From an optimization exercise on the open Yosys and OpenROAD flow, aimed at small area, a short achievable clock period and few clock cycles; shortcuts taken in it are not production practice.
At most, simulation tests tie the RTL to the original design; equivalence was not proved.
No activity file was given, so power comes from the tool's default toggle rates.

Setup of JK:
Design ahb_lite_fir_filter, start of the top module:
module ahb_lite_fir_filter(
    input logic clk,
    input logic n_rst,
    input logic hsel,
    input logic [3:0] haddr,
    input logic hsize,
    input logic [1:0] htrans,
    input logic hwrite,
    input logic [15:0] hwdata,
    output logic [15:0] hrdata,
    output logic hresp
);
For scale: ~2500 cells after synthesis, roughly 330 flip-flops, about 0.022 sq mm of cells after synthesis.
==> module ahb_lite_fir_filter, before the edit <==
module ahb_lite_fir_filter(
    input logic clk,
    input logic n_rst,
    input logic hsel,
    input logic [3:0] haddr,
    input logic hsize,
    input logic [1:0] htrans,
    input logic hwrite,
    input logic [15:0] hwdata,
    output logic [15:0] hrdata,
    output logic hresp
);
    logic        wr_q;           
    logic [7:0]  sel_q;
    logic        a0_q, sz_q;
    logic        lo_q, hi_q;
    logic [13:4][7:0] regs;      
    logic [7:1]  reg14;          
    logic        busy, err;
    logic [15:0] fir_out;
    logic [16:0] r_q;
    logic [3:1]  nz_q;
    logic [13:4] be;
    wire   bad_addr = (hwrite & (haddr <= 4'd3)) | (haddr == 4'd15);
    assign hresp = bad_addr;
    always_comb begin
        for (int i = 4; i <= 13; i++)
            be[i] = wr_q & sel_q[i / 2] & (sz_q | (a0_q == i[0]));
    end
    wire be14 = wr_q & sel_q[7] & ~a0_q;
    wire start_sample = be[4] | be[5];
    wire start_load = be14 & hwdata[0];
    always_ff @(posedge clk, negedge n_rst) begin
        if (!n_rst) begin
            wr_q <= 1'b0;
            sel_q <= '0;
            a0_q <= 1'b0;
            sz_q <= 1'b0;
            lo_q <= 1'b0;
            hi_q <= 1'b0;
            for (int i = 4; i <= 13; i++) regs[i] <= '0;
            reg14 <= '0;
        end else begin
            wr_q <= hsel & (htrans != 2'b00) & hwrite & ~bad_addr;
            for (int k = 0; k < 8; k++) sel_q[k] <= (haddr[3:1] == k[2:0]);
            a0_q <= haddr[0];
            sz_q <= hsize;
            lo_q <= hsize | ~haddr[0];
            hi_q <= (hsize | haddr[0]) & (haddr != 4'd14);
            for (int i = 4; i <= 13; i++)
                if (be[i]) regs[i] <= i[0] ? hwdata[15:8] : hwdata[7:0];
            if (be14) reg14 <= hwdata[0] ? 7'd0 : hwdata[7:1];
        end
    end
    magnitude mag_u(.in(r_q), .nz(nz_q), .out(fir_out));
    logic [7:0] rb [0:15];
    always_comb begin
        rb[0] = {7'd0, busy};
        rb[1] = {7'd0, err};
        rb[2] = fir_out[7:0];
        rb[3] = fir_out[15:8];
        for (int i = 4; i <= 13; i++) rb[i] = regs[i];
        rb[14] = {reg14, 1'b0};
        rb[15] = 8'd0;
        hrdata = '0;
        for (int k = 0; k < 8; k++) begin
            hrdata[7:0]  = hrdata[7:0]  | ({8{sel_q[k]}} & rb[2 * k]);
            hrdata[15:8] = hrdata[15:8] | ({8{sel_q[k]}} & rb[2 * k + 1]);
        end
        hrdata[7:0]  = hrdata[7:0]  & {8{lo_q}};
        hrdata[15:8] = hrdata[15:8] & {8{hi_q}};
    end
    fir_filter filt(
        .clk(clk), .n_rst(n_rst),
        .start_sample(start_sample), .start_load(start_load),
        .new_sample({regs[5], regs[4]}),
        .coeff_regs({regs[13], regs[12], regs[11], regs[10], regs[9], regs[8], regs[7], regs[6]}),
        .busy(busy), .err(err), .r_q(r_q), .nz_q(nz_q)
    );
endmodule
Settings: LEC_CHECK=0, ABC_AREA=1, CAP_MARGIN=30, CORE_MARGIN=2, CORE_UTILIZATION=55, CTS_CLUSTER_DIAMETER=100, CTS_CLUSTER_SIZE=25, SETUP_SLACK_MARGIN=5, SLEW_MARGIN=30, TNS_END_PERCENT=100; clock period 10.0 ns.
standard.sh (not shown) runs the stock make flow with config.mk's settings and CLKGATE_MAP_FILE= SYNTH_SCRIPT=/design/flow/synth_recipe.tcl, a recipe that flattens the netlist after the stock synthesis.
==> flow/flow/run.sh <==
#!/bin/bash
set -euo pipefail
bash standard.sh \
    "BUFFER_PORTS_ARGS=-buffer_cell sky130_fd_sc_hd__buf_2" \
    MATCH_CELL_FOOTPRINT=0 \
    SETUP_SLACK_MARGIN=5.5 \
    finish > orfs_make.log 2>&1
Testbench counts of JK, summed over its fixed seeds: cycles 2,696.
The following lists how PW was set up differently from JK:
--- a/flow/design.v
+++ b/flow/design.v
@@ -609,7 +609,6 @@
 );
     logic        wr_q;           
-    logic [7:0]  sel_q;
-    logic        a0_q, sz_q;
-    logic        lo_q, hi_q;
+    logic [3:0]  a_q;
+    logic        sz_q;
     logic [13:4][7:0] regs;      
     logic [7:1]  reg14;          
@@ -619,11 +618,11 @@
     logic [3:1]  nz_q;
     logic [13:4] be;
-    wire   bad_addr = (hwrite & (haddr <= 4'd3)) | (haddr == 4'd15);
-    assign hresp = bad_addr;
+    assign hresp = hsel & ((hwrite & ((haddr <= 4'd3) | (haddr == 4'd15)))
+                         | (~hwrite & (haddr == 4'd15)));
     always_comb begin
         for (int i = 4; i <= 13; i++)
-            be[i] = wr_q & sel_q[i / 2] & (sz_q | (a0_q == i[0]));
+            be[i] = wr_q & (a_q[3:1] == i[3:1]) & (sz_q | (a_q[0] == i[0]));
     end
-    wire be14 = wr_q & sel_q[7] & ~a0_q;
+    wire be14 = wr_q & (a_q == 4'd14);
     wire start_sample = be[4] | be[5];
     wire start_load = be14 & hwdata[0];
@@ -631,18 +630,12 @@
         if (!n_rst) begin
             wr_q <= 1'b0;
-            sel_q <= '0;
-            a0_q <= 1'b0;
+            a_q <= '0;
             sz_q <= 1'b0;
-            lo_q <= 1'b0;
-            hi_q <= 1'b0;
             for (int i = 4; i <= 13; i++) regs[i] <= '0;
             reg14 <= '0;
         end else begin
-            wr_q <= hsel & (htrans != 2'b00) & hwrite & ~bad_addr;
-            for (int k = 0; k < 8; k++) sel_q[k] <= (haddr[3:1] == k[2:0]);
-            a0_q <= haddr[0];
+            wr_q <= hsel & (htrans != 2'b00) & hwrite & ~hresp;
+            a_q <= haddr;
             sz_q <= hsize;
-            lo_q <= hsize | ~haddr[0];
-            hi_q <= (hsize | haddr[0]) & (haddr != 4'd14);
             for (int i = 4; i <= 13; i++)
                 if (be[i]) regs[i] <= i[0] ? hwdata[15:8] : hwdata[7:0];
@@ -660,11 +653,6 @@
         rb[14] = {reg14, 1'b0};
         rb[15] = 8'd0;
-        hrdata = '0;
-        for (int k = 0; k < 8; k++) begin
-            hrdata[7:0]  = hrdata[7:0]  | ({8{sel_q[k]}} & rb[2 * k]);
-            hrdata[15:8] = hrdata[15:8] | ({8{sel_q[k]}} & rb[2 * k + 1]);
-        end
-        hrdata[7:0]  = hrdata[7:0]  & {8{lo_q}};
-        hrdata[15:8] = hrdata[15:8] & {8{hi_q}};
+        hrdata[15:8] = (a_q == 4'd14 || (!sz_q && !a_q[0])) ? 8'd0 : rb[{a_q[3:1], 1'b1}];
+        hrdata[7:0]  = (!sz_q && a_q[0]) ? 8'd0 : rb[{a_q[3:1], 1'b0}];
     end
     fir_filter filt(
Findings:
- From JK to PW the numbers moved as follows: register area lower, count of plain and timing-repair buffers higher, proportion of layout cells with a drive suffix above 1 higher.
- Diff JK -> PW: finished layout cell area lower, routed wire length lost 1.8%.
- Compared with JK, in PW relative contribution of combinational cells to total power moved down; growth of design area from synthesis to finish now sits at about the same level; core area flat; minimum clock period after layout went up.
- | clock skew | PW vs JK | better |
- PW against JK; number of standard cells in the layout, taps in and fillers out is down slightly.
- When PW is measured against JK, its wire length of the first global-routing pass turns out 2800 um lower.
Testbench counts of PW, summed over its fixed seeds: cycles 2,696.

========
ahb_lite_fir_filter, a different RTL version from the one above (not shown whole).
Size: ~320 flip-flops, about 44 I/O pins, ~22000 µm² of cells after synthesis.
==> module fir_filter, before the edit <==
module fir_filter(
    input  logic        clk,
    input  logic        n_rst,
    input  logic        start_sample,    
    input  logic        start_load,      
    input  logic [15:0] new_sample,      
    input  logic [63:0] coeff_regs,      
    output logic        busy,
    output logic        err,
    output logic [16:0] r_q              
);
    logic [15:0] x0, x1, x2;             
    logic [15:0] f0, f1, f2, f3;         
    logic [16:0] q3;                     
    logic [16:0] qd;                     
    logic        e1, e2;                 
    logic [3:0]  s1;                     
    logic [3:0]  s2;                     
    logic        ld;                     
    logic [15:0] ma, mb;
    logic [31:0] ra, rb;                 
    logic [31:0] pa, pb;                 
    assign x0 = new_sample;
    always_comb begin
        ma = s1[1] ? x1 : (s1[2] ? x2 : x0);
        mb = ({16{s1[0]}} & f0) | ({16{s1[3]}} & f1) | ({16{s1[1]}} & f2) | ({16{s1[2]}} & f3);
    end
    mul_tree tree(.a(ma), .b(mb), .ra(ra), .rb(rb));
    always_ff @(posedge clk) begin
        pa <= ra;
        pb <= rb;
    end
    logic [14:0] lo;
    logic        c15;
    logic [16:0] ph;
    assign {c15, lo} = {1'b0, pa[14:0]} + {1'b0, pb[14:0]};
    assign ph = pa[31:15] + pb[31:15] + {16'd0, c15};
    logic [18:0] ea, eb, na, nq3;
    logic [18:0] s1a, c1a, s2a, c2a;
    logic [18:0] t3, t4;
    always_comb begin
        ea  = {2'b00, pa[31:15]};
        eb  = {2'b00, pb[31:15]};
        if (s2[3]) na = ~{3'b000, qd[16] ? 16'd0 : qd[15:0]};
        else       na = ~{{2{qd[16]}}, qd};
        nq3 = ~{3'b000, q3[15:0]};
        s1a = ea ^ eb ^ na;
        c1a = {((ea & eb) | (ea & na) | (eb & na)), c15};
        t3  = s1a + c1a + 19'd1;
        s2a = s1a ^ c1a ^ nq3;
        c2a = {((s1a & c1a) | (s1a & nq3) | (c1a & nq3)), 1'b1};
        t4  = s2a + c2a + 19'd1;
    end
    logic        ovf3, ovf4, e_next;
    logic [16:0] r;
    always_comb begin
        ovf3 = ~e2 & ~t3[18] & t3[16];
        ovf4 = t4[18] & ~t4[16];
        e_next = 1'b1;
        if (ph[16])                      r = 17'd0;
        else if (e1)                     r = {1'b0, ph[15:0]};
        else if (e2 | ovf3 | q3[16])     r = t3[16:0];
        else begin
            r = t4[16:0];
            e_next = ovf4;
        end
    end
    wire acc = s2[0];
    always_ff @(posedge clk, negedge n_rst) begin
        if (!n_rst) begin
            x1 <= '0; x2 <= '0;
            f0 <= '0; f1 <= '0; f2 <= '0; f3 <= '0;
            q3 <= '0; qd <= '0; e1 <= 1'b0; e2 <= 1'b0;
            s1 <= '0; s2 <= '0; ld <= 1'b0;
            busy <= 1'b0; err <= 1'b0; r_q <= '0;
        end else begin
            if (start_sample) begin
                x1 <= x0;
                x2 <= x1;
            end
            if (start_load) begin
                f0 <= coeff_regs[15:0];
                f1 <= coeff_regs[31:16];
                f2 <= coeff_regs[47:32];
                f3 <= coeff_regs[63:48];
            end
            if (s2[1]) qd <= ph;
            if (s2[2]) q3 <= ph;
            if (s2[3]) begin
                qd <= t3[16:0];
                e1 <= ph[16];
                e2 <= qd[16];
            end
            if (acc) begin
                r_q <= r;
                err <= e_next;
            end else if (start_load) begin
                err <= 1'b0;
            end
            if (start_sample)    s1 <= 4'b0001;
            else if (start_load) s1 <= 4'b0010;
            else                 s1 <= {s1[2:0], 1'b0};
            s2 <= s1;
            if (start_sample)    ld <= 1'b0;
            else if (start_load) ld <= 1'b1;
            busy <= start_sample | start_load | (~ld & s1[0]) | (ld & (s1[1] | s1[2] | s1[3]));
        end
    end
endmodule
make LEC_CHECK=0 CAP_MARGIN=30 CORE_MARGIN=2 CORE_UTILIZATION=40 SETUP_SLACK_MARGIN=5 SLEW_MARGIN=30 TNS_END_PERCENT=100 finish   # period 10.0 ns
run.sh (not shown) runs the stock make flow with config.mk's settings and CLKGATE_MAP_FILE= SYNTH_SCRIPT=/design/flow/synth_recipe.tcl, a recipe that flattens the netlist after the stock synthesis.
Stock flow here: none of the scripts above is used.
Change:
--- a/flow/design.v
+++ b/flow/design.v
@@ -478,49 +478,51 @@
     logic        e1, e2;                 
     logic [3:0]  s1;                     
     logic [3:0]  s2;                     
     logic        ld;                     
     logic [15:0] ma, mb;
     logic [31:0] ra, rb;                 
-    logic [31:0] pa, pb;                 
+    logic [16:0] pa, pb;                 
+    logic        c15;                    
     assign x0 = new_sample;
     always_comb begin
         ma = s1[1] ? x1 : (s1[2] ? x2 : x0);
         mb = ({16{s1[0]}} & f0) | ({16{s1[3]}} & f1) | ({16{s1[1]}} & f2) | ({16{s1[2]}} & f3);
     end
     mul_tree tree(.a(ma), .b(mb), .ra(ra), .rb(rb));
+    logic [14:0] lo;
+    logic        c15_d;
+    assign {c15_d, lo} = {1'b0, ra[14:0]} + {1'b0, rb[14:0]};
     always_ff @(posedge clk) begin
-        pa <= ra;
-        pb <= rb;
+        pa <= ra[31:15];
+        pb <= rb[31:15];
+        c15 <= c15_d;
     end
-    logic [14:0] lo;
-    logic        c15;
     logic [16:0] ph;
-    assign {c15, lo} = {1'b0, pa[14:0]} + {1'b0, pb[14:0]};
-    assign ph = pa[31:15] + pb[31:15] + {16'd0, c15};
-    logic [18:0] ea, eb, na, nq3;
-    logic [18:0] s1a, c1a, s2a, c2a;
-    logic [18:0] t3, t4;
+    assign ph = pa + pb + {16'd0, c15};
+    logic [17:0] ea, eb, na, nq3;
+    logic [17:0] s1a, c1a, s2a, c2a;
+    logic [17:0] t3, t4;
     always_comb begin
-        ea  = {2'b00, pa[31:15]};
-        eb  = {2'b00, pb[31:15]};
-        if (s2[3]) na = ~{3'b000, qd[16] ? 16'd0 : qd[15:0]};
-        else       na = ~{{2{qd[16]}}, qd};
-        nq3 = ~{3'b000, q3[15:0]};
+        ea  = {1'b0, pa};
+        eb  = {1'b0, pb};
+        if (s2[3]) na = ~{2'b00, qd[16] ? 16'd0 : qd[15:0]};
+        else       na = ~{qd[16], qd};
+        nq3 = ~{2'b00, q3[15:0]};
         s1a = ea ^ eb ^ na;
-        c1a = {((ea & eb) | (ea & na) | (eb & na)), c15};
-        t3  = s1a + c1a + 19'd1;
+        c1a = {((ea[16:0] & eb[16:0]) | (ea[16:0] & na[16:0]) | (eb[16:0] & na[16:0])), c15};
+        t3  = s1a + c1a + 18'd1;
         s2a = s1a ^ c1a ^ nq3;
-        c2a = {((s1a & c1a) | (s1a & nq3) | (c1a & nq3)), 1'b1};
-        t4  = s2a + c2a + 19'd1;
+        c2a = {((s1a[16:0] & c1a[16:0]) | (s1a[16:0] & nq3[16:0]) | (c1a[16:0] & nq3[16:0])), 1'b1};
+        t4  = s2a + c2a + 18'd1;
     end
     logic        ovf3, ovf4, e_next;
     logic [16:0] r;
     always_comb begin
-        ovf3 = ~e2 & ~t3[18] & t3[16];
-        ovf4 = t4[18] & ~t4[16];
+        ovf3 = ~e2 & ~t3[17] & t3[16];
+        ovf4 = t4[17] & ~t4[16];
         e_next = 1'b1;
         if (ph[16])                      r = 17'd0;
         else if (e1)                     r = {1'b0, ph[15:0]};
         else if (e2 | ovf3 | q3[16])     r = t3[16:0];
         else begin
             r = t4[16:0];
What happened:
- The changed run ran to the end with no violations
- synthesized area fell by a few percent
- hold slack is better by 0.0057 ns
- combinational power fell slightly
- via count rose slightly
- core utilization rose by 0.93 points
- design area fell slightly
- wire length rose by a few percent
- setup slack is worse by 0.070 ns
- maximum frequency fell slightly
- die area fell by a few percent
- sequential share of layout area fell by 2.0 points
- non-clock buffer count rose by 54
No run of this note included a check of the RTL's function; only the layout flow was run.

========
ahb_lite_fir_filter, a different RTL version from the one above (not shown whole).
Size: about 2400 cells after synthesis, ~320 flip-flops, roughly 44 I/O pins, roughly 22000 sq um of cells after synthesis.
==> module magnitude, before the edit <==
module magnitude(input logic [16:0] in, output logic [15:0] out);
    assign out = in[16] ? (~in[15:0] + 16'd1) : in[15:0];
endmodule
==> module fir_filter, before the edit <==
module fir_filter(
    input  logic        clk,
    input  logic        n_rst,
    input  logic        start_sample,    
    input  logic        start_load,      
    input  logic [15:0] new_sample,      
    input  logic [63:0] coeff_regs,      
    output logic        busy,
    output logic        err,
    output logic [16:0] r_q              
);
    logic [15:0] x0, x1, x2;             
    logic [15:0] f0, f1, f2, f3;         
    logic [16:0] q3;                     
    logic [16:0] qd;                     
    logic        e1, e2;                 
    logic [3:0]  s1;                     
    logic [3:0]  s2;                     
    logic        ld;                     
    logic [15:0] ma, mb;
    logic [32:0] ra, rb;                 
    logic [32:0] pa, pb;                 
    assign x0 = new_sample;
    always_comb begin
        ma = s1[1] ? x1 : (s1[2] ? x2 : x0);
        mb = ({16{s1[0]}} & f0) | ({16{s1[3]}} & f1) | ({16{s1[1]}} & f2) | ({16{s1[2]}} & f3);
    end
    mul_tree tree(.a(ma), .b(mb), .ra(ra), .rb(rb));
    always_ff @(posedge clk) begin
        pa <= ra;
        pb <= rb;
    end
    logic [14:0] lo;
    logic        c15;
    logic [16:0] xs;
    assign {c15, lo} = {1'b0, pa[14:0]} + {1'b0, pb[14:0]};
    assign xs = pa[31:15] + pb[31:15] + {16'd0, c15};
    wire e0 = xs[16];
    logic [17:0] ea, eb, na, nq3;
    logic [17:0] s1a, c1a, s2a, c2a;
    logic [17:0] t3, t4;
    always_comb begin
        ea  = pa[32:15];
        eb  = pb[32:15];
        if (s2[3])           na = ~{2'b00, qd[16] ? 16'd0 : qd[15:0]};
        else if (s2[0] & ~e1) na = ~{qd[16], qd};
        else                 na = '1;
        nq3 = ~{2'b00, q3[15:0]};
        s1a = ea ^ eb ^ na;
        c1a = {((ea[16:0] & eb[16:0]) | (ea[16:0] & na[16:0]) | (eb[16:0] & na[16:0])), c15};
        t3  = s1a + c1a + 18'd1;
        s2a = s1a ^ c1a ^ nq3;
        c2a = {((s1a[16:0] & c1a[16:0]) | (s1a[16:0] & nq3[16:0]) | (c1a[16:0] & nq3[16:0])), 1'b1};
        t4  = s2a + c2a + 18'd1;
    end
    logic        ovf3, ovf4, e_next;
    logic [16:0] r;
    always_comb begin
        ovf3 = ~e2 & ~t3[17] & t3[16];
        ovf4 = t4[17] & ~t4[16];
        e_next = 1'b1;
        if (e0)                               r = 17'd0;
        else if (e1 | e2 | ovf3 | q3[16])     r = t3[16:0];
        else begin
            r = t4[16:0];
            e_next = ovf4;
        end
    end
    wire acc = s2[0];
    always_ff @(posedge clk, negedge n_rst) begin
        if (!n_rst) begin
            x1 <= '0; x2 <= '0;
            f0 <= '0; f1 <= '0; f2 <= '0; f3 <= '0;
            q3 <= '0; qd <= '0; e1 <= 1'b0; e2 <= 1'b0;
            s1 <= '0; s2 <= '0; ld <= 1'b0;
            busy <= 1'b0; err <= 1'b0; r_q <= '0;
        end else begin
            if (start_sample) begin
                x1 <= x0;
                x2 <= x1;
            end
            if (start_load) begin
                f0 <= coeff_regs[15:0];
                f1 <= coeff_regs[31:16];
                f2 <= coeff_regs[47:32];
                f3 <= coeff_regs[63:48];
            end
            if (s2[1]) qd <= t3[16:0];
            if (s2[2]) q3 <= t3[16:0];
            if (s2[3]) begin
                qd <= t3[16:0];
                e1 <= e0;
                e2 <= qd[16];
            end
            if (acc) begin
                r_q <= r;
                err <= e_next;
            end else if (start_load) begin
                err <= 1'b0;
            end
            if (start_sample)    s1 <= 4'b0001;
            else if (start_load) s1 <= 4'b0010;
            else                 s1 <= {s1[2:0], 1'b0};
            s2 <= s1;
            if (start_sample)    ld <= 1'b0;
            else if (start_load) ld <= 1'b1;
            busy <= start_sample | start_load | (~ld & s1[0]) | (ld & (s1[1] | s1[2] | s1[3]));
        end
    end
endmodule
==> module ahb_lite_fir_filter, before the edit <==
module ahb_lite_fir_filter(
    input logic clk,
    input logic n_rst,
    input logic hsel,
    input logic [3:0] haddr,
    input logic hsize,
    input logic [1:0] htrans,
    input logic hwrite,
    input logic [15:0] hwdata,
    output logic [15:0] hrdata,
    output logic hresp
);
    logic        wr_q;           
    logic [3:0]  a_q;
    logic        sz_q;
    logic [13:4][7:0] regs;      
    logic [7:1]  reg14;          
    logic        busy, err;
    logic [15:0] fir_out;
    logic [16:0] r_q;
    logic [13:4] be;
    assign hresp = hsel & ((hwrite & ((haddr <= 4'd3) | (haddr == 4'd15)))
                         | (~hwrite & (haddr == 4'd15)));
    always_comb begin
        for (int i = 4; i <= 13; i++)
            be[i] = wr_q & (a_q[3:1] == i[3:1]) & (sz_q | (a_q[0] == i[0]));
    end
    wire be14 = wr_q & (a_q == 4'd14);
    wire start_sample = be[4] | be[5];
    wire start_load = be14 & hwdata[0];
    always_ff @(posedge clk, negedge n_rst) begin
        if (!n_rst) begin
            wr_q <= 1'b0;
            a_q <= '0;
            sz_q <= 1'b0;
            for (int i = 4; i <= 13; i++) regs[i] <= '0;
            reg14 <= '0;
        end else begin
            wr_q <= hsel & (htrans != 2'b00) & hwrite & ~hresp;
            a_q <= haddr;
            sz_q <= hsize;
            for (int i = 4; i <= 13; i++)
                if (be[i]) regs[i] <= i[0] ? hwdata[15:8] : hwdata[7:0];
            if (be14) reg14 <= hwdata[0] ? 7'd0 : hwdata[7:1];
        end
    end
    magnitude mag_u(.in(r_q), .out(fir_out));
    logic [7:0] rb [0:15];
    always_comb begin
        rb[0] = {7'd0, busy};
        rb[1] = {7'd0, err};
        rb[2] = fir_out[7:0];
        rb[3] = fir_out[15:8];
        for (int i = 4; i <= 13; i++) rb[i] = regs[i];
        rb[14] = {reg14, 1'b0};
        rb[15] = 8'd0;
        hrdata[15:8] = (a_q == 4'd14 || (!sz_q && !a_q[0])) ? 8'd0 : rb[{a_q[3:1], 1'b1}];
        hrdata[7:0]  = (!sz_q && a_q[0]) ? 8'd0 : rb[{a_q[3:1], 1'b0}];
    end
    fir_filter filt(
        .clk(clk), .n_rst(n_rst),
        .start_sample(start_sample), .start_load(start_load),
        .new_sample({regs[5], regs[4]}),
        .coeff_regs({regs[13], regs[12], regs[11], regs[10], regs[9], regs[8], regs[7], regs[6]}),
        .busy(busy), .err(err), .r_q(r_q)
    );
endmodule
==> flow/config.mk <==
export PLATFORM = sky130hd
export DESIGN_NAME = ahb_lite_fir_filter
export DESIGN_NICKNAME = ahb_lite_fir_filter
export VERILOG_FILES = /design/flow/design.v
export SDC_FILE = /design/flow/constraint.sdc
export NUM_CORES = 4
export LEC_CHECK = 0
export CAP_MARGIN = 30
export CORE_MARGIN = 2
export CORE_UTILIZATION = 55
export CTS_CLUSTER_DIAMETER = 100
export CTS_CLUSTER_SIZE = 25
export SETUP_SLACK_MARGIN = 5
export SLEW_MARGIN = 30
export TNS_END_PERCENT = 100
==> flow/constraint.sdc <==
create_clock -name core_clock -period 10.0 [get_ports {clk}]
set_input_delay 2.0000 -clock core_clock [delete_from_list [all_inputs] [get_ports {clk}]]
set_output_delay 2.0000 -clock core_clock [all_outputs]
set_load 0.01 [all_outputs]
Testbench counts at the start, summed over its fixed seeds: cycles 2,696.
==> next run, changes <==
--- a/flow/design.v
+++ b/flow/design.v
@@ -1,8 +1,21 @@
-module magnitude(input logic [16:0] in, output logic [15:0] out);
-    assign out = in[16] ? (~in[15:0] + 16'd1) : in[15:0];
+module magnitude(
+    input  logic [16:0] in,
+    input  logic [3:1]  nz,
+    output logic [15:0] out
+);
+    logic [3:0] g;            
+    logic       below;
+    always_comb begin
+        g = {nz, 1'b0};
+        for (int i = 0; i < 16; i++) begin
+            below = g[i / 4];
+            for (int j = 4 * (i / 4); j < i; j++) below = below | in[j];
+            out[i] = in[i] ^ (in[16] & below);
+        end
+    end
 endmodule
 module mul_tree(
     input  logic [15:0] a,
     input  logic [15:0] b,
     output logic [32:0] ra,
     output logic [32:0] rb
@@ -468,13 +481,14 @@
     input  logic        start_sample,    
     input  logic        start_load,      
     input  logic [15:0] new_sample,      
     input  logic [63:0] coeff_regs,      
     output logic        busy,
     output logic        err,
-    output logic [16:0] r_q              
+    output logic [16:0] r_q,             
+    output logic [3:1]  nz_q             
 );
     logic [15:0] x0, x1, x2;             
     logic [15:0] f0, f1, f2, f3;         
     logic [16:0] q3;                     
     logic [16:0] qd;                     
     logic        e1, e2;                 
@@ -516,31 +530,39 @@
         s2a = s1a ^ c1a ^ nq3;
         c2a = {((s1a[16:0] & c1a[16:0]) | (s1a[16:0] & nq3[16:0]) | (c1a[16:0] & nq3[16:0])), 1'b1};
         t4  = s2a + c2a + 18'd1;
     end
     logic        ovf3, ovf4, e_next;
     logic [16:0] r;
+    logic [3:1]  nz3, nz4, nz;
     always_comb begin
         ovf3 = ~e2 & ~t3[17] & t3[16];
         ovf4 = t4[17] & ~t4[16];
+        nz3 = {|t3[11:0], |t3[7:0], |t3[3:0]};
+        nz4 = {|t4[11:0], |t4[7:0], |t4[3:0]};
         e_next = 1'b1;
-        if (e0)                               r = 17'd0;
-        else if (e1 | e2 | ovf3 | q3[16])     r = t3[16:0];
-        else begin
+        if (e0) begin
+            r = 17'd0;
+            nz = 3'd0;
+        end else if (e1 | e2 | ovf3 | q3[16]) begin
+            r = t3[16:0];
+            nz = nz3;
+        end else begin
             r = t4[16:0];
+            nz = nz4;
             e_next = ovf4;
         end
     end
     wire acc = s2[0];
     always_ff @(posedge clk, negedge n_rst) begin
         if (!n_rst) begin
             x1 <= '0; x2 <= '0;
             f0 <= '0; f1 <= '0; f2 <= '0; f3 <= '0;
             q3 <= '0; qd <= '0; e1 <= 1'b0; e2 <= 1'b0;
             s1 <= '0; s2 <= '0; ld <= 1'b0;
-            busy <= 1'b0; err <= 1'b0; r_q <= '0;
+            busy <= 1'b0; err <= 1'b0; r_q <= '0; nz_q <= '0;
         end else begin
             if (start_sample) begin
                 x1 <= x0;
                 x2 <= x1;
             end
             if (start_load) begin
@@ -555,12 +577,13 @@
                 qd <= t3[16:0];
                 e1 <= e0;
                 e2 <= qd[16];
             end
             if (acc) begin
                 r_q <= r;
+                nz_q <= nz;
                 err <= e_next;
             end else if (start_load) begin
                 err <= 1'b0;
             end
             if (start_sample)    s1 <= 4'b0001;
             else if (start_load) s1 <= 4'b0010;
@@ -589,12 +612,13 @@
     logic        sz_q;
     logic [13:4][7:0] regs;      
     logic [7:1]  reg14;          
     logic        busy, err;
     logic [15:0] fir_out;
     logic [16:0] r_q;
+    logic [3:1]  nz_q;
     logic [13:4] be;
     assign hresp = hsel & ((hwrite & ((haddr <= 4'd3) | (haddr == 4'd15)))
                          | (~hwrite & (haddr == 4'd15)));
     always_comb begin
         for (int i = 4; i <= 13; i++)
             be[i] = wr_q & (a_q[3:1] == i[3:1]) & (sz_q | (a_q[0] == i[0]));
@@ -615,13 +639,13 @@
             sz_q <= hsize;
             for (int i = 4; i <= 13; i++)
                 if (be[i]) regs[i] <= i[0] ? hwdata[15:8] : hwdata[7:0];
             if (be14) reg14 <= hwdata[0] ? 7'd0 : hwdata[7:1];
         end
     end
-    magnitude mag_u(.in(r_q), .out(fir_out));
+    magnitude mag_u(.in(r_q), .nz(nz_q), .out(fir_out));
     logic [7:0] rb [0:15];
     always_comb begin
         rb[0] = {7'd0, busy};
         rb[1] = {7'd0, err};
         rb[2] = fir_out[7:0];
         rb[3] = fir_out[15:8];
@@ -633,9 +657,9 @@
     end
     fir_filter filt(
         .clk(clk), .n_rst(n_rst),
         .start_sample(start_sample), .start_load(start_load),
         .new_sample({regs[5], regs[4]}),
         .coeff_regs({regs[13], regs[12], regs[11], regs[10], regs[9], regs[8], regs[7], regs[6]}),
-        .busy(busy), .err(err), .r_q(r_q)
+        .busy(busy), .err(err), .r_q(r_q), .nz_q(nz_q)
     );
 endmodule
=> Final area goes down by 0.75%. Count of clock-buffer cells in the layout goes down by 2. Non-clock buffer count stays the same. Synthesized cell count goes down by 4.7%. Total power goes up by 2.7%. Setup slack is better by 0.079 ns. Die area hardly moves. Wire length goes down by 4.6%. Synthesized area barely changes. Maximum frequency goes up by 1.6%.
Testbench counts after the change, summed over its fixed seeds: cycles 2,696.

-- re-timing with driven ports --
No port has a modelled driver above. Below, the same layouts with a new extraction and two added sets of constraints.
Step 1 assumes that a clkbuf_16 drives the clock port and a buf_2 every other input.
Step 2 times the ports against the registers' clock, not the clock port: input delays grow and output delays shrink by t, the midpoint of the rising clock arrivals with the driver on.
Three values: ideal ports, drivers, drivers and shift; two values: the first two.
| run | t, ns | setup slack, ns | worst setup path after step 2 | worst register clock-pin slew, ns | worst slew at a driven data input, ns |
|---|---|---|---|---|---|
| JK | 0.609 | 5.427 / 5.377 / 5.377 | input to output | 0.11 / 0.11 | 0.12 |
| PW | 0.603 | 5.246 / 5.213 / 5.213 | input to output | 0.11 / 0.11 | 0.06 |
| the first run of note 2 | 0.612 | 5.042 / 4.988 / 5.080 | input to output | 0.07 / 0.07 | 0.05 |
| the second run of note 2 | 0.590 | 4.972 / 4.913 / 5.005 | register to register | 0.07 / 0.07 | 0.05 |
| the first run of note 3 | 0.596 | 5.032 / 4.974 / 5.123 | register to register | 0.11 / 0.11 | 0.05 |
| the second run of note 3 | 0.581 | 5.111 / 5.080 / 5.085 | input to output | 0.10 / 0.10 | 0.11 |
After both steps setup and hold are still met in every run listed. The setup slack of JK, which loses most, moves by -0.050 ns with the drivers and by -0.050 ns with both steps.
